Context: an optimization exercise on an open-source flow, tuned for small area, a short achievable clock period and few clock cycles per item. The choices shown serve that exercise and are no tape-out recipe. Function was checked by simulation only, so behaviour that the tests miss may differ from the original.

## flow/design.v (module list and top-level ports; edited modules follow where they fit)
// module multiplierIEEE754_verilog: 246 lines
// module pnd: 5 lines
// module pnr: 5 lines
// module pan: 5 lines
// module mul24: 1597 lines
// module mul24_add: 136 lines
// module fa: 6 lines
// module ha: 6 lines
// module hai: 6 lines
module multiplierIEEE754_verilog(
    op1,
    op2,
    in_rdy,
    res,
    res_rdy,
    clk,
    rst
    );
  // ...
==> flow/flow/run.sh <==
#!/bin/bash
# The standard layout (the standard.sh, all of ORFS from synthesis to
# finish), except that the input and output ports are buffered with buf_4
# cells instead of the cell buffer_ports picks by itself.
set -euo pipefail
bash standard.sh "BUFFER_PORTS_ARGS=-buffer_cell sky130_fd_sc_hd__buf_4" finish > standard_flow.log 2>&1
==> flow/standard.sh <==
#!/bin/bash
# synth_recipe.tcl (not shown) runs the flow's synth.tcl, then flattens the netlist and writes it again
# the make line also repeats each setting of config.mk as NAME=value (left out here)
make -C /OpenROAD-flow-scripts/flow DESIGN_CONFIG=/design/flow/config.mk WORK_HOME=/design/flow/orfs CLKGATE_MAP_FILE= SYNTH_SCRIPT=/design/flow/synth_recipe.tcl "${@:-finish}"
==> flow/config.mk <==
export PLATFORM = sky130hd
export DESIGN_NAME = multiplierIEEE754_verilog
export DESIGN_NICKNAME = multiplierIEEE754_verilog
export VERILOG_FILES = /design/flow/design.v
export SDC_FILE = /design/flow/constraint.sdc
export NUM_CORES = 4
export LEC_CHECK = 0
export ABC_AREA = 1
export CAP_MARGIN = 20
export CORE_MARGIN = 2
export CORE_UTILIZATION = 40
export SETUP_SLACK_MARGIN = 2.75
export SLEW_MARGIN = 20
export SYNTH_HIERARCHICAL = 1
==> flow/constraint.sdc <==
create_clock -name core_clock -period 12.0 [get_ports {clk}]
set_input_delay 2.4000 -clock core_clock [delete_from_list [all_inputs] [get_ports {clk}]]
set_output_delay 2.4000 -clock core_clock [all_outputs]
set_load 0.01 [all_outputs]
==> flow_summary_export.csv, run 1 <==
group,metric,value,unit
status,outcome,"finished clean",
critical_path,crit_cells,29,
synthesis,ys_top_cells_by_count,"1136 x nand2_1, 510 x fa_1, 257 x inv_1, 165 x nand3_1, 111 x nor2_1",
timing,slew_headroom,30.4,%
clocking,clock-sinks,68,
placed_design,portBuffers,99,
timing,rsz0062_at_grt,"true",
routing,dr.first_iter.drc_count,2244,
routing,routed_wirelength,86.0,mm
synthesis,synth_top_cell_area_share,43.0,%
clocking,cts_tree,"yes",
routing,vias,21065,
routing,wl_met2,38.9,mm
global_route,grt_antenna_before_repair,0,
finish,multi_input_area,20400,um2
global_route,use_met3,5.70,%
critical_path,critPathTopFamily,"adder cells",
routing,wire_per_inst,22.9,um
synthesis,yosysWarnings,7,
floorplanning,die_area,61300,um2
critical_path,crit_path_end_kind,"register",
clocking,post-cts-setup-buffers,4,
critical_path,timing.rr.end,"res[13]$_DFF_P_",
finish,final_common_cell,"nand2_1",
synthesis,syn_area_per_cell,8.04,um2
synthesis,synth.area.top_cells,"fa_1 43%, nand2_1 18%, dfxtp_1 5.6%, buf_6 5.0%, ha_1 4.5%",
global_route,grt_usage,26.5,%
finish,non_clock_inverter_count,269,
synthesis,synth_cell_types,61,
synthesis,synth_compound_area_share,6.76,%
routing,final_antenna_net_count,0,
timing,setup_violations,0,
critical_path,critPathMaxStageDelay,0.61,ns
critical_path,crit_path_start,"op2[13]",
synthesis,ys_seq_area_share,5.78,%
timing,hold_violations,0,
placed_design,gp_congestion,0.893,
global_route,grt_busiest_layer,"met2",
finish,final_cell_mix,"1120 x nand2_1, 487 x fa_1, 248 x inv_1",
Testbench counts, summed over its fixed seeds: cycles 6,488, items 3,200.
==> run 2, diff against run 1 <==
--- a/flow/config.mk
+++ b/flow/config.mk
@@ -9,6 +9,7 @@
 export CAP_MARGIN = 20
 export CORE_MARGIN = 2
 export CORE_UTILIZATION = 40
-export SETUP_SLACK_MARGIN = 2.75
+export CTS_BUF_LIST = sky130_fd_sc_hd__clkbuf_4 sky130_fd_sc_hd__clkbuf_8
+export SETUP_SLACK_MARGIN = 2.5
 export SLEW_MARGIN = 20
 export SYNTH_HIERARCHICAL = 1
==> run 2 against run 1 <==
Still clean on timing, DRC and antenna. Utilization decreased by 2.6 points. Setup slack worse by 0.10 ns. Maximum frequency is 1.1% lower. Die area unchanged. Largest cell class unchanged. Highest routed layer unchanged.
==> flow_summary_export.csv, run 2 <==
group,metric,value,unit
synthesis,ys_seq_elements,68,
synthesis,synth_top_family_by_area,"adder cells",
finish,layout-drive-gt1-share,9.15,%
global_route,grt_usage,26.4,%
timing,hold_violations,0,
finish,final_cell_mix,"1129 x nand2_1, 507 x fa_1, 254 x inv_1",
timing,fmax,109,MHz
critical_path,critPathMostFrequentCell,"fa_1",
synthesis,synth_cell_types,61,
floorplanning,die_h,248,um
synthesis,yosysMostFrequentCell,"nand2_1",
finish,reg_top3,"res (32), qr_r (25), eb_r (8)",
routing,final_antenna_net_count,0,
timing,worstMarginPinSlew,0.918,ns
placed_design,dp_hpwl,56.2,mm
global_route,grt_pass1_vias,21121,
placed_design,gp_congestion,0.898,
clocking,htreeDepth,3,
critical_path,worst-setup-path-type,"primary input to register",
timing,slew_headroom,38.6,%
critical_path,worst_ep_required_time,12.31,ns
synthesis,yosys-mux-area-fraction,0.211,%
synthesis,synth_fa_ha_area_share,47.6,%
synthesis,synthCells,2952,
finish,n_antenna_cell,0,
critical_path,crit_path_end_kind,"register",
routing,vias,20403,
timing,rsz0062_at_grt,"false",
clocking,clk_latency,0.42,ns
synthesis,syn_area,23700,um2
timing,setup_violations,0,
clocking,clk_pin_slew,0.09,ns
finish,top_register,"res",
clocking,clk_path_buf_depth,2,
job,maxCapViolCount,0,
synthesis,syn_area_per_cell,8.04,um2
floorplanning,initial_core_util,40.4,%
critical_path,startpoint_type,"primary input",
floorplanning,fp.dieW,248,um
clocking,cts_root_buffer,"clkbuf_8",
timing,finalCritPeriodShare,76.8,%
routing,routed_wirelength,78.9,mm
critical_path,arrival,9.52,ns
timing,setup_tns,0,ns
finish,ff_latch_area,1370,um2
global_route,grt_max_degree,64,
routing,via_per_inst,5.51,
global_route,grt_pass1_wl,123,mm
synthesis,synth_compound_area_share,6.76,%
floorplanning,pin_count,100,
placed_design,place_ws,1.49,ns
synthesis,yosysWarnings,7,
timing,final_max_slew_viol_count,0,
finish,n_fill_cell,5978,
finish,largest_reg_flops,32,
synthesis,ys_top_cells_by_count,"1136 x nand2_1, 510 x fa_1, 257 x inv_1, 165 x nand3_1, 111 x nor2_1",
status,outcome,"finished clean",
floorplanning,fp.coreArea,58800,um2
synthesis,synth-simple-area-share,26.2,%
timing,fin_skew,0.0181,ns
critical_path,crit_path_max_fanout,27,
floorplanning,die_area,61300,um2
routing,drc,0,
synthesis,synth_ff_type,"dfxtp_1",
timing,final.min_clock_period,9.21,ns
finish,syn_to_final_growth,4.99,%
finish,fin_nets,3586,
synthesis,synth_top_area_cell,"fa_1",
floorplanning,num_rows,89,
placed_design,portBuffers,99,
finish,final_common_cell,"nand2_1",
routing,wire_per_inst,21.3,um
finish,instances_no_fill,3701,
global_route,grt_antenna_before_repair,0,
clocking,cts_tree,"yes",
clocking,cts_buffers,9,
synthesis,synth_edf_count,0,
synthesis,synth_top_cell_area_share,43.0,%
min_path,hp-class,"register to register",
timing,fin_ws,2.79,ns
finish,multi_input_area,20100,um2
placed_design,dp_cells,3674,
critical_path,crit_slowest_cell,"fa_1",
synthesis,async_reset_ff_share,2.94,%
synthesis,synth_xor_area_share,3.01,%
routing,dr.first_iter.drc_count,1756,
routing,first_pass_iters,8,
global_route,globalRouteOverflowTotal,0,
synthesis,synth.area.top_cells,"fa_1 43%, nand2_1 18%, dfxtp_1 5.6%, buf_6 5.0%, ha_1 4.5%",
synthesis,ys_seq_area_share,5.78,%
timing,hold-worst-slack,0.506,ns
clocking,clock-sinks,68,
critical_path,critPathMaxStageDelay,0.53,ns
[run 2: layout make-up]
class                           instances  share of cell area (%)
Tap cell                              773                    3.88
Multi-Input combinational cell       2451                    80.7
Clock inverter                          7                   0.337
Sequential cell                        68                    5.51
Timing Repair Buffer                  125                    4.97
Inverter                              268                    4.09
Clock buffer                            9                   0.497
[run 2: critical path: cells and delay by family]
kind	cells	cell delay, ns
AOI/OAI and AO/OA	1	0.13
xor gates and xnor gates	1	0.41
adders and majority gates	9	4.06
buffers and inverters	4	0.62
and+or+nand+nor	16	1.86
[run 2: final timing paths]
check	start	end	slack [ns]	cells after the start
min in group asynchronous	rst	res_rdy$_DFF_PP0_	1.83	2
hold reg to reg	s_r$_DFF_P_	res[31]$_DFF_P_	0.51	2
setup / recovery	op1[6]	qr_r[23]$_DFF_P_	2.79	31
max in group asynchronous	rst	pend$_DFF_PP0_	10.05	2
setup reg to reg	pend$_DFF_PP0_	res[15]$_DFF_P_	8.42	12
hold / removal	s_r$_DFF_P_	res[31]$_DFF_P_	0.51	2
[run 2: Yosys stat by module, one instance, submodules excluded, excerpt]
module,area (um2),cells inside,copies in the design
pnr,3.75,1,10
multiplierIEEE754_verilog,7830,1349,1
hai,27.5,5,22
mul24_add,2050,266,1
fa,20.0,1,484
pan,10.0,2,17
[run 2: routing by layer]
layer	global-route usage, %	vias up	wire [um]
met4	7.19	0	2040
met5	0.636	-	0
li1	-	9075	-
met2	42.6	1036	36200
met3	6.49	136	7880
met1	35.4	10156	32800
[run 2: what timing repair did]
item,4_1_cts,5_1_grt
pin swaps,2,4
hold buffers,0,0
endpoints found under the hold margin,0,0
gates cloned,1,0
gates resized for setup,34,105
endpoints found under the setup margin,53,64
buffers inserted,4,5
[run 2: kinds of logic after synthesis]
group,count (synthesis)
AOI/OAI and AO/OA,258
xor gates and xnor gates,75
adders and majority gates,596
buffers and inverters,436
DFF,68
muxes,5
other,1
and+or+nand+nor,1513
[run 2: through the flow]
step | instance area [um2] | utilization [%]
3_5_place_dp | 24100 | 41.0
4_1_cts | 24400 | 41.6
2_1_floorplan | 23700 | -
3_3_place_gp | 24100 | 41.0
5_1_grt | 24900 | 42.4
6_report | 24900 | 42.4
==> run 3, diff against run 2 <==
--- a/flow/config.mk
+++ b/flow/config.mk
@@ -10,6 +10,7 @@
 export CORE_MARGIN = 2
 export CORE_UTILIZATION = 40
 export CTS_BUF_LIST = sky130_fd_sc_hd__clkbuf_4 sky130_fd_sc_hd__clkbuf_8
+export PLACE_DENSITY = 0.85
 export SETUP_SLACK_MARGIN = 2.5
 export SLEW_MARGIN = 20
 export SYNTH_HIERARCHICAL = 1
==> run 3 against run 2 <==
Synthesized cell count is the same. Critical path depth is the same. Maximum frequency shrank 0.85%. Setup slack lost 0.079 ns. Via count up 5.8%. Sequential cell count unchanged. Design area barely moved. Non-clock buffer count increased by 1. Wire length shrank 3.5%. Clock-buffer cell count rose by 1. Area after synthesis stayed put. Critical endpoint is now res[24]$_DFF_P_.
==> flow_summary_export.csv, run 3 <==
group,metric,value,unit
critical_path,crit_slowest_cell,"fa_1",
placed_design,gp_congestion,0.989,
finish,syn_to_final_growth,4.94,%
clocking,clk_latency,0.39,ns
synthesis,synthCells,2952,
critical_path,critPathCapture,"res[24]$_DFF_P_",
synthesis,synth_cell_types,61,
clocking,clock-sinks,68,
timing,slew_headroom,37.0,%
floorplanning,fp.coreArea,58800,um2
floorplanning,die_area,61300,um2
finish,reg_top3,"res (32), qr_r (25), eb_r (8)",
timing,finalCritPeriodShare,77.4,%
min_path,hp-class,"register to register",
synthesis,synth_edf_count,0,
timing,setup_violations,0,
finish,n_antenna_cell,0,
critical_path,worst_ep_required_time,12.28,ns
finish,top_register,"res",
routing,vias,21595,
critical_path,timing.rr.end,"res[22]$_DFF_P_",
finish,multi_input_area,20100,um2
routing,final_antenna_net_count,0,
floorplanning,initial_core_util,40.4,%
synthesis,synth_top_cell_area_share,43.0,%
finish,layout-drive-gt1-share,8.91,%
synthesis,async_reset_ff_share,2.94,%
global_route,grt_antenna_before_repair,3,
finish,fin_nets,3587,
clocking,clk_path_buf_depth,2,
routing,first_pass_iters,8,
finish,ff_latch_area,1370,um2
finish,fin_util,42.3,%
critical_path,worst-setup-path-type,"primary input to register",
timing,final.min_clock_period,9.29,ns
clocking,postCtsHoldBufs,0,
placed_design,portBuffers,99,
clocking,cts_buffers,9,
floorplanning,fp.dieW,248,um
job,maxCapViolCount,0,
synthesis,ys_seq_elements,68,
synthesis,yosysMostFrequentCell,"nand2_1",
finish,largest_reg_flops,32,
routing,routed_wirelength,76.1,mm
critical_path,rr_startpoint,"pend$_DFF_PP0_",
floorplanning,pin_count,100,
synthesis,synth_ff_type,"dfxtp_1",
clocking,htreeDepth,3,
timing,setup_tns,0,ns
critical_path,startpoint_type,"primary input",
global_route,globalRouteOverflowTotal,0,
timing,hold_violations,0,
critical_path,critPathMostFrequentCell,"fa_1",
critical_path,arrival,9.57,ns
global_route,grt_usage,24.9,%
synthesis,syn_area,23700,um2
routing,drc,0,
critical_path,crit_path_start,"op1[5]",
critical_path,critPathMaxStageDelay,0.59,ns
critical_path,crit_path_end_kind,"register",
timing,hold-worst-slack,0.475,ns
synthesis,ys_top_cells_by_count,"1136 x nand2_1, 510 x fa_1, 257 x inv_1, 165 x nand3_1, 111 x nor2_1",
synthesis,ys_seq_area_share,5.78,%
global_route,grt_pass1_vias,22249,
critical_path,r2r_cells,16,
clocking,cts_tree,"yes",
synthesis,yosysWarnings,7,
timing,rsz0062_at_grt,"false",
min_path,hp-start,"s_r$_DFF_P_",
critical_path,crit_path_max_fanout,27,
routing,dr.first_iter.drc_count,2858,
finish,n_fill_cell,5662,
placed_design,dp_hpwl,53.5,mm
finish,final_common_cell,"nand2_1",
timing,worstMarginPinSlew,0.943,ns
finish,final_cell_mix,"1128 x nand2_1, 509 x fa_1, 255 x inv_1",
status,outcome,"finished clean",
synthesis,synth.area.top_cells,"fa_1 43%, nand2_1 18%, dfxtp_1 5.6%, buf_6 5.0%, ha_1 4.5%",
global_route,grt_pass1_wl,119,mm
floorplanning,die_h,248,um
clocking,cts_root_buffer,"clkbuf_8",
global_route,grt_max_degree,64,
routing,via_per_inst,5.83,
synthesis,syn_area_per_cell,8.04,um2
floorplanning,num_rows,89,
timing,fin_skew,0.0184,ns
synthesis,synth_top_area_cell,"fa_1",
timing,final_max_slew_viol_count,0,
clocking,clk_pin_slew,0.09,ns
critical_path,ff2ff_setup_slack,8.80,ns
timing,fmax,108,MHz
routing,wire_per_inst,20.6,um
run 3: area by class of cell:
| cell class | instances | area share [%] |
|---|---|---|
| inverters | 268 | 4.09 |
| well taps | 773 | 3.88 |
| clock buffers | 10 | 0.528 |
| repair buffers | 126 | 5.13 |
| flip-flops and latches | 68 | 5.51 |
| multi-input cells | 2451 | 80.6 |
| clock inverters | 6 | 0.256 |
run 3: cell families after synthesis:
| logic type | share of synthesized area, % |
|---|---|
| fa+ha+maj | 47.6 |
| compound gates | 6.76 |
| buf+inv | 10.5 |
| simple gates | 26.2 |
| flops | 5.78 |
| other cells | 0.0158 |
| xor+xnor | 3.01 |
| mux | 0.211 |
run 3: routing by layer:
layer	track usage [%]	routed length [um]	vias to the layer above	part of all wire, %
li1	-	-	9073	-
met1	31.9	27400	10371	36
met2	39.0	34000	1761	45
met3	7.12	10600	386	14
met4	11.7	4080	4	5.4
met5	0	24	-	0.032
run 3: worst min path at each step:
| stage | cells past startpoint | endpoint |
|---|---|---|
| 3_5_place_dp | 2 | res[31]$_DFF_P_ |
| 3_3_place_gp | 2 | res[31]$_DFF_P_ |
| 2_1_floorplan | 2 | res[31]$_DFF_P_ |
| 5_1_grt | 2 | res[31]$_DFF_P_ |
| 6_report | 2 | res[31]$_DFF_P_ |
| 4_1_cts | 2 | res[31]$_DFF_P_ |
run 3: critical path, delay by kind of cell:
kind,cells,cell delay (ns)
AOI/OAI and AO/OA,3,0.67
xor gates and xnor gates,1,0.16
adders and majority gates,9,4.19
buffers and inverters,3,0.47
and+or+nand+nor,15,1.64
run 3: what timing repair did:
item	4_1_cts	5_1_grt
resized for setup	31	118
pin swaps	1	5
setup endpoints to repair	44	64
buffers inserted	0	10
gates cloned	1	0
run 3: per-stage QoR:
stage | setup slack (ns) | cells | instance area [um2]
after floorplan | 2.74 | 2954 | 23700
after global placement | 1.80 | 3675 | 24100
after detailed placement | 1.70 | 3675 | 24100
after CTS | 2.51 | 3692 | 24400
after global routing | 2.48 | 3702 | 24900
final | 2.71 | 3702 | 24900
run 3: modules after synthesis, one instance, submodules excluded:
module	area [um2]	cells	times used
multiplierIEEE754_verilog	7830	1349	1
mul24	3250	673	1
mul24_add	2050	266	1
hai	27.5	5	22
fa	20.0	1	484
pan	10.0	2	17
pnd	3.75	1	26
pnr	3.75	1	10
==> run 4, diff against run 3 <==
--- a/flow/config.mk
+++ b/flow/config.mk
@@ -10,7 +10,7 @@
 export CORE_MARGIN = 2
 export CORE_UTILIZATION = 40
 export CTS_BUF_LIST = sky130_fd_sc_hd__clkbuf_4 sky130_fd_sc_hd__clkbuf_8
-export PLACE_DENSITY = 0.85
+export PLACE_DENSITY = 0.7
 export SETUP_SLACK_MARGIN = 2.5
 export SLEW_MARGIN = 20
 export SYNTH_HIERARCHICAL = 1
==> run 4 against run 3 <==
Sequential share of layout area is essentially flat. Die area is the same. Cell count is essentially flat. Sequential cell count is the same. Global-route usage grew 0.26 points. Utilization is essentially flat. Area after synthesis is the same. Clock-buffer cell count shrank 1. Still clean on timing, DRC and antenna. Largest cell class unchanged. Via count shrank 3.9%. Maximum frequency grew 1.7%.
==> flow_summary_export.csv, run 4 <==
group,metric,value,unit
finish,top_register,"res",
routing,final_antenna_net_count,0,
floorplanning,fp.coreArea,58800,um2
synthesis,synth_edf_count,0,
routing,via_per_inst,5.60,
synthesis,ys_seq_area_share,5.78,%
floorplanning,die_area,61300,um2
finish,fin_nets,3588,
placed_design,placed_cell_area,24100,um2
timing,fin_ws,2.86,ns
global_route,grt_usage,25.2,%
routing,wire_per_inst,20.4,um
placed_design,portBuffers,99,
timing,slew_headroom,35.2,%
clocking,clk_pin_slew,0.09,ns
timing,fin_skew,0.0240,ns
placed_design,place_ws,1.75,ns
timing,final.min_clock_period,9.14,ns
finish,reg_top3,"res (32), qr_r (25), eb_r (8)",
job,maxCapViolCount,0,
finish,largest_reg_flops,32,
floorplanning,num_rows,89,
finish,design_area,24900,um2
synthesis,synth_top_cell_area_share,43.0,%
clocking,clk_latency,0.41,ns
synthesis,ys_seq_elements,68,
critical_path,crit_path_end_kind,"register",
critical_path,worst-setup-path-type,"primary input to register",
global_route,grt_pass1_wl,119,mm
synthesis,synth.area.top_cells,"fa_1 43%, nand2_1 18%, dfxtp_1 5.6%, buf_6 5.0%, ha_1 4.5%",
floorplanning,fp.dieW,248,um
critical_path,worst_ep_required_time,12.30,ns
routing,first_pass_iters,6,
finish,n_antenna_cell,0,
synthesis,synth_ff_type,"dfxtp_1",
synthesis,syn_area_per_cell,8.04,um2
synthesis,async_reset_ff_share,2.94,%
finish,final_common_cell,"nand2_1",
placed_design,dp_hpwl,54.2,mm
status,outcome,"finished clean",
clocking,postCtsHoldBufs,0,
synthesis,yosysWarnings,7,
timing,worstMarginPinSlew,0.960,ns
timing,rsz0062_at_grt,"false",
timing,setup_tns,0,ns
critical_path,crit_slowest_cell,"fa_1",
clocking,clock-sinks,68,
routing,dr.first_iter.drc_count,2077,
clocking,cts_root_buffer,"clkbuf_8",
synthesis,syn_area,23700,um2
global_route,globalRouteOverflowTotal,0,
critical_path,arrival,9.44,ns
synthesis,ys_top_cells_by_count,"1136 x nand2_1, 510 x fa_1, 257 x inv_1, 165 x nand3_1, 111 x nor2_1",
synthesis,synth_cell_types,61,
critical_path,startpoint_type,"primary input",
clocking,clk_path_buf_depth,2,
finish,syn_to_final_growth,5.00,%
timing,fmax,109,MHz
timing,finalCritPeriodShare,76.2,%
finish,layout-drive-gt1-share,8.87,%
timing,final_max_slew_viol_count,0,
min_path,hp-class,"register to register",
floorplanning,initial_core_util,40.4,%
floorplanning,die_h,248,um
clocking,htreeDepth,3,
finish,final_cell_mix,"1131 x nand2_1, 508 x fa_1, 255 x inv_1",
critical_path,critPathMostFrequentCell,"fa_1",
placed_design,gp_congestion,0.935,
min_path,hold_depth,4,
timing,hold_violations,0,
clocking,cts_buffers,9,
critical_path,crit_path_max_fanout,27,
global_route,grt_max_degree,64,
routing,routed_wirelength,75.4,mm
global_route,grt_pass1_vias,21183,
synthesis,synthCells,2952,
critical_path,critPathMaxStageDelay,0.72,ns
critical_path,r2r_cells,11,
global_route,grt_antenna_before_repair,0,
finish,n_fill_cell,5898,
timing,setup_violations,0,
routing,drc,0,
synthesis,yosysMostFrequentCell,"nand2_1",
clocking,cts_tree,"yes",
routing,vias,20746,
floorplanning,pin_count,100,
synthesis,synth_top_area_cell,"fa_1",
[run 4: cell counts after synthesis]
Identical to the previous run, type by type.
[run 4: Yosys stat by module (local to each module, per instance)]
module                     times used  area, um2
fa                                484       20.0
hai                                22       27.5
mul24                               1       3250
mul24_add                           1       2050
multiplierIEEE754_verilog           1       7830
pan                                17       10.0
pnd                                26       3.75
pnr                                10       3.75
[run 4: logic make-up (layout without fill, tap and decap cells)]
family	Yosys count	count (layout)	share of synthesized area, %
other cells	1	3	0.0158
mux	5	5	0.211
xor+xnor	75	75	3.01
buf+inv	436	411	10.5
fa+ha+maj	596	596	47.6
flops	68	68	5.78
simple gates	1513	1514	26.2
compound gates	258	258	6.76
[run 4: metrics by stage]
stage	utilization (%)	hold WS, ns	std cells
after floorplan	-	0.433	2954
after global placement	41.0	0.628	3675
after detailed placement	41.0	0.611	3675
after CTS	41.5	0.646	3692
after global routing	42.4	0.686	3703
final	42.4	0.645	3703
[run 4: metal layers]
metal	global-route usage [%]	vias to the layer above	part of all wire [%]
li1	-	9086	-
met1	33.3	10153	40
met2	39.9	1268	45
met3	6.39	239	11
met4	9.21	0	4.0
met5	0	-	0
[run 4: worst paths after layout]
check | from | to | slack [ns]
max | op2[20] | qr_r[9]$_DFF_P_ | 2.86
min | eb_r[7]$_SDFF_PN0_ | res[30]$_DFF_P_ | 0.64
max reg2reg | pend$_DFF_PP0_ | res[12]$_DFF_P_ | 8.92
min reg2reg | eb_r[7]$_SDFF_PN0_ | res[30]$_DFF_P_ | 0.64
max in group asynchronous | rst | pend$_DFF_PP0_ | 10.02
min in group asynchronous | rst | res_rdy$_DFF_PP0_ | 1.85
[run 4: cell type report]
class	instances	area [um2]	share of cell area [%]
Tap cell	773	967	3.88
Clock buffer	9	124	0.497
Clock inverter	7	83.8	0.336
Inverter	268	1020	4.09
Timing Repair Buffer	127	1310	5.24
Multi-Input combinational cell	2451	20000	80.4
Sequential cell	68	1370	5.51
[run 4: repair_timing]
item                                   4_1_cts  5_1_grt
resized for setup                           24      117
pin swaps                                    1        7
endpoints found under the hold margin        0        0
setup endpoints to repair                   36       64
setup buffers                                0       10
cloned                                       1        0
[run 4: critical path, delay by kind of cell]
| family | cells | cell delay (ns) |
|---|---|---|
| simple gates | 16 | 1.70 |
| compound gates | 3 | 0.49 |
| fa+ha+maj | 9 | 4.37 |
| buf+inv | 3 | 0.45 |
==> run 5, diff against run 4 <==
--- a/flow/config.mk
+++ b/flow/config.mk
@@ -14,3 +14,4 @@
 export SETUP_SLACK_MARGIN = 2.5
 export SLEW_MARGIN = 20
 export SYNTH_HIERARCHICAL = 1
+export TNS_END_PERCENT = 10
==> run 5 against run 4 <==
Setup slack worse by 0.023 ns. Wire length about the same. Via count about the same. Non-clock buffer count up 1. Clock skew up 0.0010 ns. Register-to-register slack about the same. Global-route usage about the same. Die area unchanged.
==> flow_summary_export.csv, run 5 <==
group,metric,value,unit
status,outcome,"finished clean",
timing,setup_tns,0,ns
synthesis,synthCells,2952,
routing,via_per_inst,5.61,
synthesis,async_reset_ff_share,2.94,%
synthesis,synth_top_cell_area_share,43.0,%
placed_design,gp_congestion,0.935,
synthesis,ys_seq_area_share,5.78,%
timing,slew_headroom,32.4,%
critical_path,rr_startpoint,"pend$_DFF_PP0_",
routing,vias,20762,
finish,final_cell_mix,"1130 x nand2_1, 508 x fa_1, 255 x inv_1",
clocking,htreeDepth,3,
floorplanning,pin_count,100,
synthesis,ys_seq_elements,68,
floorplanning,die_area,61300,um2
finish,design_area,24900,um2
finish,final_common_cell,"nand2_1",
finish,fin_nets,3589,
floorplanning,initial_core_util,40.4,%
critical_path,worst-setup-path-type,"primary input to register",
finish,top_register,"res",
timing,worstMarginPinSlew,1.00,ns
placed_design,portBuffers,99,
synthesis,yosysWarnings,7,
routing,wire_per_inst,20.3,um
floorplanning,fp.coreArea,58800,um2
critical_path,r2r_cells,11,
critical_path,crit_path_start,"op1[13]",
global_route,grt_usage,25.2,%
finish,fin_util,42.4,%
routing,drc,0,
timing,rsz0062_at_grt,"false",
placed_design,placed_cell_area,24100,um2
clocking,cts_buffers,9,
finish,n_antenna_cell,0,
synthesis,ys_top_cells_by_count,"1136 x nand2_1, 510 x fa_1, 257 x inv_1, 165 x nand3_1, 111 x nor2_1",
global_route,use_met3,6.39,%
critical_path,worst_ep_required_time,12.30,ns
finish,syn_to_final_growth,5.03,%
timing,final.min_clock_period,9.16,ns
timing,final_max_slew_viol_count,0,
critical_path,crit_slowest_cell,"fa_1",
floorplanning,num_rows,89,
critical_path,critPathMostFrequentCell,"nand2_1",
routing,routed_wirelength,75.3,mm
synthesis,yosysMostFrequentCell,"nand2_1",
global_route,grt_antenna_before_repair,0,
synthesis,syn_area_per_cell,8.04,um2
critical_path,timing.rr.end,"res[12]$_DFF_P_",
global_route,grtUsageMet2,39.9,%
floorplanning,fp.dieW,248,um
synthesis,synth_cell_types,61,
finish,largest_reg_flops,32,
timing,hold_violations,0,
synthesis,synth.area.top_cells,"fa_1 43%, nand2_1 18%, dfxtp_1 5.6%, buf_6 5.0%, ha_1 4.5%",
critical_path,startpoint_type,"primary input",
global_route,grt_pass1_wl,119,mm
clocking,cts_tree,"yes",
global_route,globalRouteOverflowTotal,0,
synthesis,synth_ff_type,"dfxtp_1",
critical_path,crit_path_end_kind,"register",
global_route,grt_max_degree,64,
clocking,clk_pin_slew,0.09,ns
finish,reg_top3,"res (32), qr_r (25), eb_r (8)",
timing,hold-worst-slack,0.642,ns
critical_path,critPathCapture,"qr_r[9]$_DFF_P_",
critical_path,ff2ff_setup_slack,8.92,ns
placed_design,dp_hpwl,54.2,mm
clocking,cts_root_buffer,"clkbuf_8",
critical_path,critPathMaxStageDelay,0.54,ns
routing,first_pass_iters,8,
critical_path,crit_path_max_fanout,26,
clocking,clock-sinks,68,
timing,setup_violations,0,
routing,dr.first_iter.drc_count,1975,
synthesis,syn_area,23700,um2
floorplanning,die_h,248,um
global_route,grt_busiest_layer,"met2",
global_route,grtUsageMet1,33.3,%
synthesis,synth_top_area_cell,"fa_1",
timing,fmax,109,MHz
clocking,clk_latency,0.41,ns
timing,fin_skew,0.0251,ns
global_route,grt_pass1_vias,21186,
timing,finalCritPeriodShare,76.3,%
critical_path,arrival,9.46,ns
finish,layout-drive-gt1-share,8.94,%
min_path,hp-class,"register to register",
clocking,clk_path_buf_depth,2,
routing,final_antenna_net_count,0,
job,maxCapViolCount,0,
synthesis,synth_edf_count,0,
## run 5: changes by cell type in the layout (fill, tap and decap cells not counted), sizes merged
cell / previous run / this run
buf: 127 / 128
clkinv: 4 / 5
inv: 268 / 267
## run 5: layout make-up
cell class	instances	area, um2
clock inverters	7	83.8
well taps	773	967
repair buffers	128	1310
flip-flops and latches	68	1370
clock buffers	9	124
inverters	268	1020
fillers	5897	33900
multi-input cells	2451	20000
## run 5: worst max-delay path, delay by kind of cell
kind / cells / cell delay, ns
AO/OA/AOI/OAI: 3 / 0.46
XOR/XNOR: 1 / 0.26
adder cells (fa/ha/maj): 9 / 4.07
buffers and inverters: 4 / 0.71
AND/OR/NAND/NOR: 16 / 1.54
## run 5: metrics by stage
stage / instances / setup WS [ns]
2_1_floorplan: 2954 / 2.74
3_3_place_gp: 3675 / 1.74
4_1_cts: 3692 / 2.49
6_report: 3704 / 2.84
5_1_grt: 3704 / 2.47
3_5_place_dp: 3675 / 1.75
## run 5: cell families after synthesis
family,Yosys count,share of synthesized area [%]
muxes,5,0.211
AOI/OAI and AO/OA,258,6.76
other,1,0.0158
adders and majority gates,596,47.6
buffers and inverters,436,10.5
xor gates and xnor gates,75,3.01
DFF,68,5.78
and+or+nand+nor,1513,26.2
## run 5: timing repair
| action | 4_1_cts | 5_1_grt |
|---|---|---|
| endpoints found under the setup margin | 36 | 64 |
| pin swaps | 1 | 8 |
| resized for setup | 23 | 121 |
| setup buffers | 0 | 11 |
| gates cloned | 1 | 0 |
| hold buffers | 0 | 0 |
## run 5: modules after synthesis, one instance, submodules excluded, excerpt
module | times used | cell area [um2]
multiplierIEEE754_verilog | 1 | 7830
mul24 | 1 | 3250
mul24_add | 1 | 2050
hai | 22 | 27.5
fa | 484 | 20.0
pan | 17 | 10.0
pnr | 10 | 3.75
## run 5: how the worst min path moves through the flow
| stage | start | end | cells after the start |
|---|---|---|---|
| after floorplan | s_r$_DFF_P_ | res[31]$_DFF_P_ | 2 |
| after global placement | eb_r[7]$_SDFF_PN0_ | res[30]$_DFF_P_ | 4 |
| after detailed placement | eb_r[7]$_SDFF_PN0_ | res[30]$_DFF_P_ | 4 |
| after CTS | eb_r[7]$_SDFF_PN0_ | res[30]$_DFF_P_ | 4 |
| after global routing | eb_r[7]$_SDFF_PN0_ | res[30]$_DFF_P_ | 4 |
| final | eb_r[7]$_SDFF_PN0_ | res[30]$_DFF_P_ | 4 |
## run 5: routing by layer
layer	vias to the layer above	part of all wire (%)	wire [um]
met5	-	0	0
met4	0	4.0	3030
met3	230	11	8290
met2	1267	45	33900
met1	10175	40	30100
li1	9090	-	-
==> run 6, diff against run 5 <==
--- a/flow/config.mk
+++ b/flow/config.mk
@@ -14,4 +14,4 @@
 export SETUP_SLACK_MARGIN = 2.5
 export SLEW_MARGIN = 20
 export SYNTH_HIERARCHICAL = 1
-export TNS_END_PERCENT = 10
+export TNS_END_PERCENT = 0
==> run 6 against run 5 <==
Non-clock buffer count shrank 2. Cell count is essentially flat. Area after synthesis is the same. Critical path type unchanged.
==> flow_summary_export.csv, run 6 <==
group,metric,value,unit
timing,finalCritPeriodShare,76.9,%
timing,final_max_slew_viol_count,0,
routing,first_pass_iters,6,
critical_path,arrival,9.53,ns
floorplanning,initial_core_util,40.4,%
global_route,grt_antenna_before_repair,0,
timing,final.min_clock_period,9.23,ns
timing,hold-worst-slack,0.642,ns
routing,via_per_inst,5.57,
clocking,cts_buffers,9,
global_route,grt_max_degree,64,
placed_design,portBuffers,99,
min_path,hp-class,"register to register",
placed_design,place_ws,1.75,ns
finish,reg_top3,"res (32), qr_r (25), eb_r (8)",
routing,drc,0,
synthesis,syn_area_per_cell,8.04,um2
global_route,globalRouteOverflowTotal,0,
synthesis,synth_fa_ha_area_share,47.6,%
timing,fin_skew,0.0252,ns
synthesis,syn_area,23700,um2
synthesis,synth_cell_types,61,
floorplanning,die_h,248,um
critical_path,crit_path_max_fanout,27,
floorplanning,die_area,61300,um2
routing,dr.first_iter.drc_count,2004,
clocking,clk_pin_slew,0.09,ns
timing,setup_tns,0,ns
floorplanning,fp.coreArea,58800,um2
synthesis,yosys-mux-area-fraction,0.211,%
synthesis,synth_top_area_cell,"fa_1",
floorplanning,fp.dieW,248,um
routing,routed_wirelength,75.2,mm
floorplanning,pin_count,100,
critical_path,startpoint_type,"primary input",
floorplanning,num_rows,89,
timing,worstMarginPinSlew,0.935,ns
finish,layout-drive-gt1-share,8.74,%
finish,instances_no_fill,3702,
global_route,grt_pass1_wl,119,mm
finish,final_common_cell,"nand2_1",
routing,final_antenna_net_count,0,
synthesis,ys_seq_elements,68,
critical_path,crit_path_end_kind,"register",
clocking,clk_path_buf_depth,2,
synthesis,synth-simple-area-share,26.2,%
finish,final_cell_mix,"1132 x nand2_1, 508 x fa_1, 255 x inv_1",
synthesis,synth.area.top_cells,"fa_1 43%, nand2_1 18%, dfxtp_1 5.6%, buf_6 5.0%, ha_1 4.5%",
timing,slew_headroom,37.5,%
synthesis,synthCells,2952,
synthesis,ys_seq_area_share,5.78,%
job,maxCapViolCount,0,
placed_design,dp_hpwl,54.2,mm
synthesis,yosysMostFrequentCell,"nand2_1",
critical_path,worst-setup-path-type,"primary input to register",
synthesis,async_reset_ff_share,2.94,%
finish,n_antenna_cell,0,
clocking,clk_latency,0.41,ns
synthesis,synth_top_cell_area_share,43.0,%
routing,vias,20614,
synthesis,synth_ff_type,"dfxtp_1",
clocking,htreeDepth,3,
synthesis,yosysWarnings,7,
critical_path,critPathTopFamily,"adder cells",
placed_design,dp_cells,3675,
clocking,postCtsHoldBufs,0,
routing,wire_per_inst,20.3,um
finish,syn_to_final_growth,4.48,%
status,outcome,"finished clean",
global_route,grt_usage,25.2,%
timing,setup_violations,0,
finish,fin_nets,3587,
synthesis,synth_edf_count,0,
finish,top_register,"res",
clocking,clock-sinks,68,
finish,n_fill_cell,5920,
synthesis,synth_top_family_by_area,"adder cells",
timing,hold_violations,0,
clocking,cts_tree,"yes",
critical_path,critPathMaxStageDelay,0.57,ns
timing,fmax,108,MHz
global_route,grt_pass1_vias,21186,
clocking,cts_root_buffer,"clkbuf_8",
synthesis,ys_top_cells_by_count,"1136 x nand2_1, 510 x fa_1, 257 x inv_1, 165 x nand3_1, 111 x nor2_1",
critical_path,path_buf_inv,3,
critical_path,worst_ep_required_time,12.30,ns
synthesis,synth_xor_area_share,3.01,%
timing,rsz0062_at_grt,"true",
timing,fin_ws,2.77,ns
synthesis,synth_compound_area_share,6.76,%
finish,largest_reg_flops,32,
critical_path,crit_slowest_cell,"fa_1",
critical_path,critPathMostFrequentCell,"nand2_1",
placed_design,gp_congestion,0.935,
[run 6: cell count changes in the layout (fill, tap and decap cells not counted), moves of 2 or more]
| cell | before | now |
|---|---|---|
| buf_12 | 23 | 10 |
| nand2_1 | 1130 | 1132 |
| nand2_2 | 21 | 19 |
| o21ai_0 | 74 | 78 |
| o21ai_1 | 41 | 37 |
| buf_8 | 4 | 15 |
[run 6: layer usage]
layer / part of all wire [%] / wire length (um) / vias to the layer above / track usage, %
met5: 0 / 0 / - / 0
met4: 3.6 / 2690 / 0 / 9.23
met2: 46 / 34300 / 1179 / 39.9
met3: 11 / 7940 / 191 / 6.39
met1: 40 / 30300 / 10155 / 33.3
li1: - / - / 9089 / -
[run 6: area by class of cell]
type,instances,area (um2),share of cell area [%]
clock inverters,7,83.8,0.338
clock buffers,9,124,0.500
repair buffers,126,1210,4.88
well taps,773,967,3.90
inverters,268,1020,4.11
flip-flops and latches,68,1370,5.54
multi-input cells,2451,20000,80.7
[run 6: cells by family after synthesis]
kind of cell | after synthesis
AO/OA/AOI/OAI | 258
XOR/XNOR | 75
adder cells (fa/ha/maj) | 596
buffers and inverters | 436
flip-flops | 68
multiplexers | 5
other | 1
AND/OR/NAND/NOR | 1513
[run 6: through the flow]
stage,utilization [%],area (um2)
2_1_floorplan,-,23700
5_1_grt,42.2,24800
6_report,42.2,24800
3_3_place_gp,41.0,24100
4_1_cts,41.5,24400
3_5_place_dp,41.0,24100
[run 6: worst min-delay path, stage by stage (launching register included)]
cell and delay (ns):
dfxtp_1 0.38, o211ai_1 0.09, nand2_1 0.06, nand2_1 0.04
nand2_1 0.04
[run 6: final timing paths]
path / slack [ns] / depth (start not counted) / start / endpoint
min reg2reg: 0.64 / 4 / eb_r[7]$_SDFF_PN0_ / res[30]$_DFF_P_
max reg2reg: 8.92 / 11 / pend$_DFF_PP0_ / res[12]$_DFF_P_
max in group asynchronous: 10.02 / 2 / rst / pend$_DFF_PP0_
max: 2.77 / 33 / op1[6] / qr_r[9]$_DFF_P_
min in group asynchronous: 1.85 / 2 / rst / res_rdy$_DFF_PP0_
min: 0.64 / 4 / eb_r[7]$_SDFF_PN0_ / res[30]$_DFF_P_
[run 6: repair_timing]
item | 4_1_cts | 5_1_grt
pin swaps | 1 | 7
resized for setup | 23 | 94
endpoints found under the setup margin | 36 | 64
buffers inserted | 0 | 9
cloned | 1 | 0
[run 6: modules after synthesis, one instance, submodules excluded]
module / area [um2] / times used / cells
mul24_add: 2050 / 1 / 266
pnd: 3.75 / 26 / 1
pan: 10.0 / 17 / 2
multiplierIEEE754_verilog: 7830 / 1 / 1349
fa: 20.0 / 484 / 1
pnr: 3.75 / 10 / 1
hai: 27.5 / 22 / 5
mul24: 3250 / 1 / 673
==> run 7, diff against run 6 <==
--- a/flow/config.mk
+++ b/flow/config.mk
@@ -11,7 +11,7 @@
 export CORE_UTILIZATION = 40
 export CTS_BUF_LIST = sky130_fd_sc_hd__clkbuf_4 sky130_fd_sc_hd__clkbuf_8
 export PLACE_DENSITY = 0.7
-export SETUP_SLACK_MARGIN = 2.5
+export SETUP_SLACK_MARGIN = 3
 export SLEW_MARGIN = 20
 export SYNTH_HIERARCHICAL = 1
 export TNS_END_PERCENT = 0
==> run 7 against run 6 <==
Wire length is 15% higher. Still clean on timing, DRC and antenna. Sequential cell count stayed put. Setup slack better by 0.19 ns. Critical endpoint is now res[15]$_DFF_P_. Largest cell class unchanged.
==> flow_summary_export.csv, run 7 <==
group,metric,value,unit
status,outcome,"finished clean",
placed_design,dp_hpwl,54.3,mm
critical_path,worst_ep_required_time,12.19,ns
clocking,cts_root_buffer,"clkbuf_8",
synthesis,syn_area_per_cell,8.04,um2
timing,worstMarginPinSlew,0.930,ns
finish,layout-drive-gt1-share,13.0,%
synthesis,synth_top_cell_area_share,43.0,%
floorplanning,pin_count,100,
critical_path,arrival,9.23,ns
synthesis,synth_top_area_cell,"fa_1",
finish,instances_no_fill,3761,
synthesis,ys_seq_elements,68,
critical_path,crit_slowest_cell,"fa_1",
global_route,grt_antenna_before_repair,7,
clocking,clk_latency,0.41,ns
global_route,grt_pass1_wl,126,mm
global_route,grt_pass1_vias,22080,
synthesis,async_reset_ff_share,2.94,%
finish,n_fill_cell,5653,
finish,largest_reg_flops,32,
critical_path,critPathMaxStageDelay,0.61,ns
critical_path,worst-setup-path-type,"primary input to register",
synthesis,synthCells,2952,
synthesis,ys_seq_area_share,5.78,%
floorplanning,initial_core_util,40.4,%
finish,design_area,26500,um2
clocking,clk_pin_slew,0.09,ns
global_route,grt_max_degree,65,
placed_design,portBuffers,99,
finish,fin_nets,3641,
synthesis,yosysMostFrequentCell,"nand2_1",
critical_path,crit_path_max_fanout,14,
critical_path,critPathMostFrequentCell,"fa_1",
timing,final.min_clock_period,9.05,ns
routing,final_antenna_net_count,0,
placed_design,placed_cell_area,24100,um2
floorplanning,die_h,248,um
critical_path,startpoint_type,"primary input",
timing,hold_violations,0,
routing,first_pass_iters,6,
routing,via_per_inst,5.85,
synthesis,yosysWarnings,7,
global_route,globalRouteOverflowTotal,0,
min_path,hp-class,"register to register",
routing,vias,21987,
timing,finalCritPeriodShare,75.4,%
clocking,cts_tree,"yes",
finish,reg_top3,"res (32), qr_r (25), eb_r (8)",
finish,fin_util,45.0,%
routing,wire_per_inst,23.0,um
timing,final_max_slew_viol_count,0,
clocking,htreeDepth,3,
timing,hold-worst-slack,0.638,ns
routing,routed_wirelength,86.3,mm
floorplanning,fp.coreArea,58800,um2
synthesis,syn_area,23700,um2
timing,rsz0062_at_grt,"true",
synthesis,ys_top_cells_by_count,"1136 x nand2_1, 510 x fa_1, 257 x inv_1, 165 x nand3_1, 111 x nor2_1",
timing,setup_tns,0,ns
global_route,grt_usage,27.1,%
clocking,clock-sinks,68,
placed_design,dp_cells,3671,
critical_path,crit_path_end_kind,"register",
timing,slew_headroom,37.8,%
floorplanning,num_rows,89,
critical_path,critPathTopFamily,"adder cells",
synthesis,synth_cell_types,61,
finish,syn_to_final_growth,11.6,%
finish,final_cell_mix,"1119 x nand2_1, 493 x fa_1, 250 x inv_1",
job,maxCapViolCount,0,
critical_path,path_buf_inv,2,
finish,top_register,"res",
placed_design,gp_congestion,0.964,
timing,fin_skew,0.0251,ns
floorplanning,fp.dieW,248,um
routing,highest_layer,"met5",
routing,wl_met1,30.6,mm
synthesis,synth_edf_count,0,
timing,setup_violations,0,
timing,fin_ws,2.95,ns
routing,dr.first_iter.drc_count,2853,
timing,fmax,111,MHz
floorplanning,die_area,61300,um2
clocking,clk_path_buf_depth,2,
clocking,cts_buffers,9,
routing,wl_met2,36.8,mm
finish,final_common_cell,"nand2_1",
synthesis,synth.area.top_cells,"fa_1 43%, nand2_1 18%, dfxtp_1 5.6%, buf_6 5.0%, ha_1 4.5%",
routing,wl_met3,13.0,mm
synthesis,synth_ff_type,"dfxtp_1",
placed_design,place_ws,1.43,ns
routing,drc,0,
run 7: cell types whose count changed in the layout (fill, tap and decap cells not counted), moves of 11 or more:
cell	before	now
fa_1	508	493
nor2_1	107	96
buf_16	0	26
clkbuf_16	0	17
buf_4	94	108
o21ai_0	78	63
o21ai_2	15	31
fa_2	2	17
nand2_1	1132	1119
buf_8	15	3
run 7: worst min-delay path: stages, from the launching register on:
cell and delay, ns:
dfxtp_1 0.36, o211ai_1 0.09, nand2_1 0.07, nand2_1 0.04
nand2_1 0.05
run 7: repair_timing:
action	4_1_cts	5_1_grt
pin swaps	12	36
buffers inserted	20	19
setup endpoints to repair	64	64
hold buffers	0	0
cloned	12	18
resized for setup	159	117
run 7: cells by family after synthesis:
family,count (synthesis),synth area share (%)
mux,5,0.211
flops,68,5.78
simple gates,1513,26.2
buf+inv,436,10.5
other cells,1,0.0158
xor+xnor,75,3.01
compound gates,258,6.76
fa+ha+maj,596,47.6
run 7: modules after synthesis (local to each module, per instance):
module,flops+latches,times used,area [um2],cells
fa,0,484,20.0,1
hai,0,22,27.5,5
mul24,0,1,3250,673
mul24_add,0,1,2050,266
multiplierIEEE754_verilog,68,1,7830,1349
pan,0,17,10.0,2
pnd,0,26,3.75,1
pnr,0,10,3.75,1
run 7: metal layers:
layer	track usage, %	vias to the layer above
li1	-	9217
met1	34.5	10717
met2	42.4	1629
met3	8.51	414
met4	12.0	10
met5	0	-
run 7: worst paths after layout:
kind	from	endpoint	slack (ns)	cells after the start
max	op2[17]	res[15]$_DFF_P_	2.95	28
min	eb_r[7]$_SDFF_PN0_	res[30]$_DFF_P_	0.64	4
max reg2reg	pend$_DFF_PP0_	res[15]$_DFF_P_	8.94	12
min reg2reg	eb_r[7]$_SDFF_PN0_	res[30]$_DFF_P_	0.64	4
max in group asynchronous	rst	pend$_DFF_PP0_	10.03	2
min in group asynchronous	rst	res_rdy$_DFF_PP0_	1.85	2
run 7: layout make-up:
type	instances	area (um2)	share of cell area [%]
repair buffers	176	2450	9.25
well taps	773	967	3.65
inverters	268	1030	3.87
multi-input cells	2454	20400	77.1
clock inverters	6	95.1	0.359
repair inverters	1	5.00	0.0189
clock buffers	10	138	0.520
diodes	5	12.5	0.0473
flip-flops and latches	68	1370	5.18
==> run 8, diff against run 7 <==
--- a/flow/config.mk
+++ b/flow/config.mk
@@ -11,7 +11,7 @@
 export CORE_UTILIZATION = 40
 export CTS_BUF_LIST = sky130_fd_sc_hd__clkbuf_4 sky130_fd_sc_hd__clkbuf_8
 export PLACE_DENSITY = 0.7
-export SETUP_SLACK_MARGIN = 3
+export SETUP_SLACK_MARGIN = 2.75
 export SLEW_MARGIN = 20
 export SYNTH_HIERARCHICAL = 1
 export TNS_END_PERCENT = 0
==> run 8 against run 7 <==
Die area did not move. Wire length fell by 6.8%. Clock skew fell by 0.0026 ns. Utilization fell by 1.1 points. Sequential cell count did not move. Global-route usage fell by 1.8 points.
==> flow_summary_export.csv, run 8 <==
group,metric,value,unit
clocking,cts_buffers,9,
global_route,grt_pass1_wl,120,mm
clocking,postCtsHoldBufs,0,
synthesis,async_reset_ff_share,2.94,%
min_path,hp-class,"register to register",
critical_path,startpoint_type,"primary input",
critical_path,critPathMaxStageDelay,0.60,ns
critical_path,crit_path_end_kind,"register",
timing,fin_ws,2.89,ns
critical_path,crit_path_max_fanout,27,
synthesis,ys_seq_elements,68,
finish,fin_nets,3612,
status,outcome,"finished clean",
floorplanning,fp.dieW,248,um
finish,ff_latch_area,1370,um2
clocking,cts_tree,"yes",
routing,drc,0,
timing,setup_tns,0,ns
floorplanning,initial_core_util,40.4,%
finish,multi_input_area,20300,um2
synthesis,synth_top_cell_area_share,43.0,%
placed_design,gp_congestion,0.955,
critical_path,worst-setup-path-type,"primary input to register",
clocking,clk_path_buf_depth,2,
synthesis,syn_area,23700,um2
routing,dr.first_iter.drc_count,2201,
finish,design_area,25900,um2
placed_design,placed_cell_area,24100,um2
finish,final_cell_mix,"1122 x nand2_1, 492 x fa_1, 250 x inv_1",
critical_path,crit_slowest_cell,"fa_1",
floorplanning,die_h,248,um
critical_path,worst_ep_required_time,12.30,ns
routing,final_antenna_net_count,0,
routing,first_pass_iters,6,
placed_design,place_ws,1.55,ns
synthesis,ys_top_cells_by_count,"1136 x nand2_1, 510 x fa_1, 257 x inv_1, 165 x nand3_1, 111 x nor2_1",
routing,vias,21239,
timing,final.min_clock_period,9.11,ns
timing,fmax,110,MHz
synthesis,yosysWarnings,7,
synthesis,ys_seq_area_share,5.78,%
synthesis,synth.area.top_cells,"fa_1 43%, nand2_1 18%, dfxtp_1 5.6%, buf_6 5.0%, ha_1 4.5%",
critical_path,arrival,9.41,ns
synthesis,synth_cell_types,61,
global_route,grt_max_degree,64,
clocking,htreeDepth,3,
timing,hold_violations,0,
clocking,clock-sinks,68,
finish,reg_top3,"res (32), qr_r (25), eb_r (8)",
critical_path,ff2ff_setup_slack,8.64,ns
floorplanning,fp.coreArea,58800,um2
timing,worstMarginPinSlew,1.08,ns
finish,top_register,"res",
global_route,grt_usage,25.4,%
global_route,grt_pass1_vias,21537,
synthesis,synth_edf_count,0,
placed_design,portBuffers,99,
timing,fin_skew,0.0224,ns
finish,fin_util,44.0,%
finish,layout-drive-gt1-share,11.5,%
finish,final_common_cell,"nand2_1",
floorplanning,die_area,61300,um2
timing,finalCritPeriodShare,75.9,%
synthesis,syn_area_per_cell,8.04,um2
routing,routed_wirelength,80.5,mm
timing,slew_headroom,27.0,%
synthesis,synthCells,2952,
global_route,grt_antenna_before_repair,0,
floorplanning,num_rows,89,
finish,largest_reg_flops,32,
clocking,clk_latency,0.40,ns
critical_path,critPathTopFamily,"adder cells",
synthesis,synth_top_area_cell,"fa_1",
clocking,clk_pin_slew,0.09,ns
clocking,cts_root_buffer,"clkbuf_8",
synthesis,yosysMostFrequentCell,"nand2_1",
floorplanning,pin_count,100,
critical_path,path_buf_inv,5,
timing,final_max_slew_viol_count,0,
routing,via_per_inst,5.70,
job,maxCapViolCount,0,
placed_design,dp_hpwl,53.8,mm
synthesis,synth_ff_type,"dfxtp_1",
critical_path,critPathMostFrequentCell,"nand2_1",
global_route,globalRouteOverflowTotal,0,
finish,n_fill_cell,5749,
timing,rsz0062_at_grt,"true",
routing,wire_per_inst,21.6,um
timing,setup_violations,0,
finish,syn_to_final_growth,8.98,%
## run 8: routing by layer
layer	wire (um)	vias up	GRT usage, %
li1	-	9131	-
met1	31200	10446	33.2
met2	35500	1405	40.2
met3	10300	257	6.99
met4	3450	0	9.30
met5	0	-	0
## run 8: worst paths after layout
| path | cells after the start | end | start |
|---|---|---|---|
| max in group asynchronous | 2 | pend$_DFF_PP0_ | rst |
| worst min-delay path | 4 | res[30]$_DFF_P_ | eb_r[7]$_SDFF_PN0_ |
| worst max-delay path | 31 | qr_r[24]$_DFF_P_ | op2[19] |
| min in group asynchronous | 2 | res_rdy$_DFF_PP0_ | rst |
| worst max register to register | 12 | res[8]$_DFF_P_ | pend$_DFF_PP0_ |
| worst min register to register | 4 | res[30]$_DFF_P_ | eb_r[7]$_SDFF_PN0_ |
## run 8: logic make-up (layout without fill, tap and decap cells)
| group | after synthesis | in the layout | synth area share (%) |
|---|---|---|---|
| AO/OA/AOI/OAI | 258 | 258 | 6.76 |
| multiplexers | 5 | 5 | 0.211 |
| other | 1 | 5 | 0.0158 |
| buffers and inverters | 436 | 434 | 10.5 |
| XOR/XNOR | 75 | 75 | 3.01 |
| flip-flops | 68 | 68 | 5.78 |
| adder cells (fa/ha/maj) | 596 | 596 | 47.6 |
| AND/OR/NAND/NOR | 1513 | 1515 | 26.2 |
## run 8: stage by stage
step,hold WS [ns],std cells
6_report,0.668,3729
5_1_grt,0.719,3727
4_1_cts,0.667,3696
3_5_place_dp,0.638,3672
3_3_place_gp,0.638,3672
2_1_floorplan,0.433,2954
## run 8: cell type report
class	instances	share of cell area (%)
multi-input combinational	2452	78.6
timing repair buffer	150	7.55
sequential	68	5.31
inverter	268	3.94
tap	773	3.74
clock buffer	9	0.479
clock inverter	7	0.319
antenna	2	0.0194
## run 8: modules after synthesis, one instance, submodules excluded, a selection
| module | cell area (um2) | flip-flops and latches |
|---|---|---|
| mul24_add | 2050 | 0 |
| pnr | 3.75 | 0 |
| fa | 20.0 | 0 |
| mul24 | 3250 | 0 |
| pan | 10.0 | 0 |
| pnd | 3.75 | 0 |
## run 8: worst register-to-register path, stage by stage (launching register included)
cell	delay, ns
dfrtp_2	0.35
buf_4	0.60
inv_1	0.20
buf_4	0.27
o21ai_0	0.33
inv_1	0.10
nand2_1	0.19
nor2_4	0.09
nand2_2	0.23
nor2_2	0.08
xor2_1	0.16
o211ai_1	0.28
o21ai_0	0.28
## run 8: repair_timing
| action | in CTS | in global routing |
|---|---|---|
| gates cloned | 1 | 15 |
| buffers inserted | 7 | 16 |
| pin swaps | 3 | 23 |
| endpoints found under the setup margin | 64 | 64 |
| resized for setup | 86 | 159 |
==> run 9, diff against run 8 <==
--- a/flow/config.mk
+++ b/flow/config.mk
@@ -11,7 +11,6 @@
 export CORE_UTILIZATION = 40
 export CTS_BUF_LIST = sky130_fd_sc_hd__clkbuf_4 sky130_fd_sc_hd__clkbuf_8
 export PLACE_DENSITY = 0.7
-export SETUP_SLACK_MARGIN = 2.75
+export SETUP_SLACK_MARGIN = 2.25
 export SLEW_MARGIN = 20
 export SYNTH_HIERARCHICAL = 1
-export TNS_END_PERCENT = 0
==> run 9 against run 8 <==
Maximum frequency shrank 3.8%. Critical path depth is 2 lower. Synthesized cell count stayed put. Wire length down 6.5%. Clock-buffer cell count unchanged. Global-route usage decreased by 0.21 points. Utilization decreased by 2.2 points. Via count fell by 3.2%. Non-clock buffer count shrank 27. Sequential cell count unchanged.
==> flow_summary_export.csv, run 9 <==
group,metric,value,unit
status,outcome,"finished clean",
critical_path,rr_startpoint,"pend$_DFF_PP0_",
critical_path,critPathCapture,"res[1]$_DFF_P_",
critical_path,ff2ff_setup_slack,8.86,ns
routing,vias,20565,
global_route,grt_antenna_before_repair,0,
floorplanning,num_rows,89,
clocking,cts_root_buffer,"clkbuf_8",
synthesis,synth_cell_types,61,
timing,worstMarginPinSlew,1.09,ns
synthesis,synthCells,2952,
global_route,grt_usage,25.2,%
finish,syn_to_final_growth,3.63,%
synthesis,ys_top_cells_by_count,"1136 x nand2_1, 510 x fa_1, 257 x inv_1, 165 x nand3_1, 111 x nor2_1",
clocking,clock-sinks,68,
finish,fin_nets,3584,
synthesis,syn_area,23700,um2
critical_path,critPathMaxStageDelay,0.52,ns
routing,wire_per_inst,20.3,um
finish,final_common_cell,"nand2_1",
critical_path,arrival,9.73,ns
timing,setup_violations,0,
clocking,clk_pin_slew,0.10,ns
placed_design,gp_congestion,0.935,
routing,drc,0,
min_path,hold_depth,4,
synthesis,synth.area.top_cells,"fa_1 43%, nand2_1 18%, dfxtp_1 5.6%, buf_6 5.0%, ha_1 4.5%",
critical_path,crit_path_max_fanout,38,
synthesis,syn_area_per_cell,8.04,um2
critical_path,crit_path_start,"op1[13]",
synthesis,async_reset_ff_share,2.94,%
placed_design,dp_hpwl,54.2,mm
timing,hold_violations,0,
floorplanning,pin_count,100,
routing,final_antenna_net_count,0,
floorplanning,fp.dieW,248,um
critical_path,crit_slowest_cell,"fa_1",
timing,fmax,106,MHz
critical_path,worst-setup-path-type,"primary input to register",
global_route,globalRouteOverflowTotal,0,
timing,final.min_clock_period,9.46,ns
synthesis,synth_edf_count,0,
synthesis,synth_ff_type,"dfxtp_1",
clocking,htreeDepth,3,
synthesis,ys_seq_elements,68,
critical_path,crit_path_end_kind,"register",
timing,finalCritPeriodShare,78.9,%
floorplanning,die_h,248,um
timing,final_max_slew_viol_count,0,
floorplanning,die_area,61300,um2
critical_path,startpoint_type,"primary input",
routing,dr.first_iter.drc_count,1975,
clocking,cts_buffers,9,
global_route,grt_pass1_wl,119,mm
synthesis,synth_top_area_cell,"fa_1",
synthesis,synth_top_cell_area_share,43.0,%
finish,final_cell_mix,"1133 x nand2_1, 509 x fa_1, 255 x inv_1",
finish,largest_reg_flops,32,
clocking,cts_tree,"yes",
placed_design,portBuffers,99,
synthesis,ys_seq_area_share,5.78,%
finish,top_register,"res",
finish,layout-drive-gt1-share,8.48,%
timing,rsz0062_at_grt,"true",
min_path,hp-class,"register to register",
critical_path,worst_ep_required_time,12.26,ns
clocking,postCtsHoldBufs,0,
routing,via_per_inst,5.56,
timing,setup_tns,0,ns
critical_path,timing.rr.end,"res[23]$_DFF_P_",
job,maxCapViolCount,0,
floorplanning,fp.coreArea,58800,um2
global_route,grt_pass1_vias,21167,
timing,slew_headroom,26.5,%
critical_path,r2r_cells,15,
synthesis,yosysWarnings,7,
timing,fin_skew,0.0233,ns
synthesis,yosysMostFrequentCell,"nand2_1",
finish,reg_top3,"res (32), qr_r (25), eb_r (8)",
placed_design,dp_cells,3675,
global_route,grt_max_degree,64,
finish,instances_no_fill,3700,
routing,first_pass_iters,6,
routing,routed_wirelength,75.2,mm
floorplanning,initial_core_util,40.4,%
clocking,clk_latency,0.41,ns
clocking,clk_path_buf_depth,2,
## run 9: per-module statistics from Yosys, one instance, submodules excluded
module / times used / cell area [um2]
hai: 22 / 27.5
mul24: 1 / 3250
mul24_add: 1 / 2050
multiplierIEEE754_verilog: 1 / 7830
fa: 484 / 20.0
pan: 17 / 10.0
pnr: 10 / 3.75
pnd: 26 / 3.75
## run 9: logic make-up after synthesis
group / share of synthesized area (%)
compound gates: 6.76
xor+xnor: 3.01
fa+ha+maj: 47.6
buf+inv: 10.5
flops: 5.78
mux: 0.211
other cells: 0.0158
simple gates: 26.2
## run 9: worst min path at each step
stage / slack (ns) / startpoint / to
after CTS: 0.65 / eb_r[7]$_SDFF_PN0_ / res[30]$_DFF_P_
final: 0.64 / eb_r[7]$_SDFF_PN0_ / res[30]$_DFF_P_
after detailed placement: 0.61 / eb_r[7]$_SDFF_PN0_ / res[30]$_DFF_P_
after global routing: 0.69 / eb_r[7]$_SDFF_PN0_ / res[30]$_DFF_P_
after floorplan: 0.43 / s_r$_DFF_P_ / res[31]$_DFF_P_
after global placement: 0.63 / eb_r[7]$_SDFF_PN0_ / res[30]$_DFF_P_
## run 9: layer usage
layer / routed length, um / part of all wire [%] / up-vias / global-route usage, %
met4: 2850 / 3.8 / 0 / 9.26
met3: 8060 / 11 / 201 / 6.33
met5: 0 / 0 / - / 0
li1: - / - / 9077 / -
met2: 34100 / 45 / 1189 / 39.9
met1: 30200 / 40 / 10098 / 33.3
## run 9: layout make-up
type / instances / area, um2
flip-flops and latches: 68 / 1370
multi-input cells: 2451 / 20000
well taps: 773 / 967
diodes: 1 / 2.50
clock buffers: 9 / 124
clock inverters: 7 / 83.8
repair buffers: 123 / 1040
fillers: 5949 / 34200
inverters: 268 / 1020
## run 9: metrics by stage
| step | setup WS (ns) | hold WS, ns | utilization, % | instance area (um2) |
|---|---|---|---|---|
| CTS | 2.27 | 0.646 | 41.3 | 24300 |
| finish | 2.54 | 0.644 | 41.8 | 24600 |
| global route | 2.23 | 0.686 | 41.8 | 24600 |
| detailed placement | 1.75 | 0.611 | 41.0 | 24100 |
| floorplan | 2.74 | 0.433 | - | 23700 |
| global placement | 1.74 | 0.628 | 41.0 | 24100 |
## run 9: timing repair
item / in CTS / in global routing
resized for setup: 3 / 69
pin swaps: 0 / 2
cloned: 0 / 1
setup buffers: 0 / 6
setup endpoints to repair: 3 / 63
## run 9: worst max-delay path: cells and delay by family
family | cells | cell delay, ns
adder cells (fa/ha/maj) | 9 | 3.81
AND/OR/NAND/NOR | 14 | 1.43
buffers and inverters | 3 | 0.98
AO/OA/AOI/OAI | 2 | 0.77
XOR/XNOR | 1 | 0.28

## separate check: timing with driven ports
How much do the figures lean on ideal ports? The routed layouts below were timed once more, with nothing changed but the port constraints. Step 1, drivers: a clkbuf_16 drives clk and a buf_2 each remaining input, both assumed. Step 2 also shifts input and output timing later by t, the mid clock arrival at the registers, as if the neighbouring blocks saw the same clock. Three values: ideal, step 1, step 2; two values: the first two.
run | t, ns | setup WS [ns] | worst setup path at the end | slew at the worst register clock pin (ns) | worst data-port slew with drivers (ns)
run 1 | 0.405 | 2.889 / 2.698 / 2.293 | input to register | 0.09 / 0.09 | 0.29
run 2 | 0.442 | 2.788 / 2.747 / 2.305 | input to register | 0.10 / 0.10 | 0.07
run 3 | 0.418 | 2.709 / 2.692 / 2.274 | input to register | 0.09 / 0.09 | 0.10
run 4 | 0.437 | 2.862 / 2.829 / 2.392 | input to register | 0.10 / 0.10 | 0.08
run 5 | 0.435 | 2.839 / 2.825 / 2.389 | input to register | 0.10 / 0.10 | 0.08
run 6 | 0.436 | 2.767 / 2.731 / 2.294 | input to register | 0.11 / 0.11 | 0.08
run 7 | 0.430 | 2.953 / 2.724 / 2.294 | input to register | 0.10 / 0.10 | 0.28
run 8 | 0.415 | 2.895 / 2.737 / 2.321 | input to register | 0.11 / 0.11 | 0.29
run 9 | 0.438 | 2.536 / 2.538 / 2.101 | input to register | 0.10 / 0.10 | 0.06
After both steps every run listed still meets setup and hold. For run 7, which loses most, drivers alone change the setup slack by -0.229 ns; drivers and shift together by -0.659 ns.
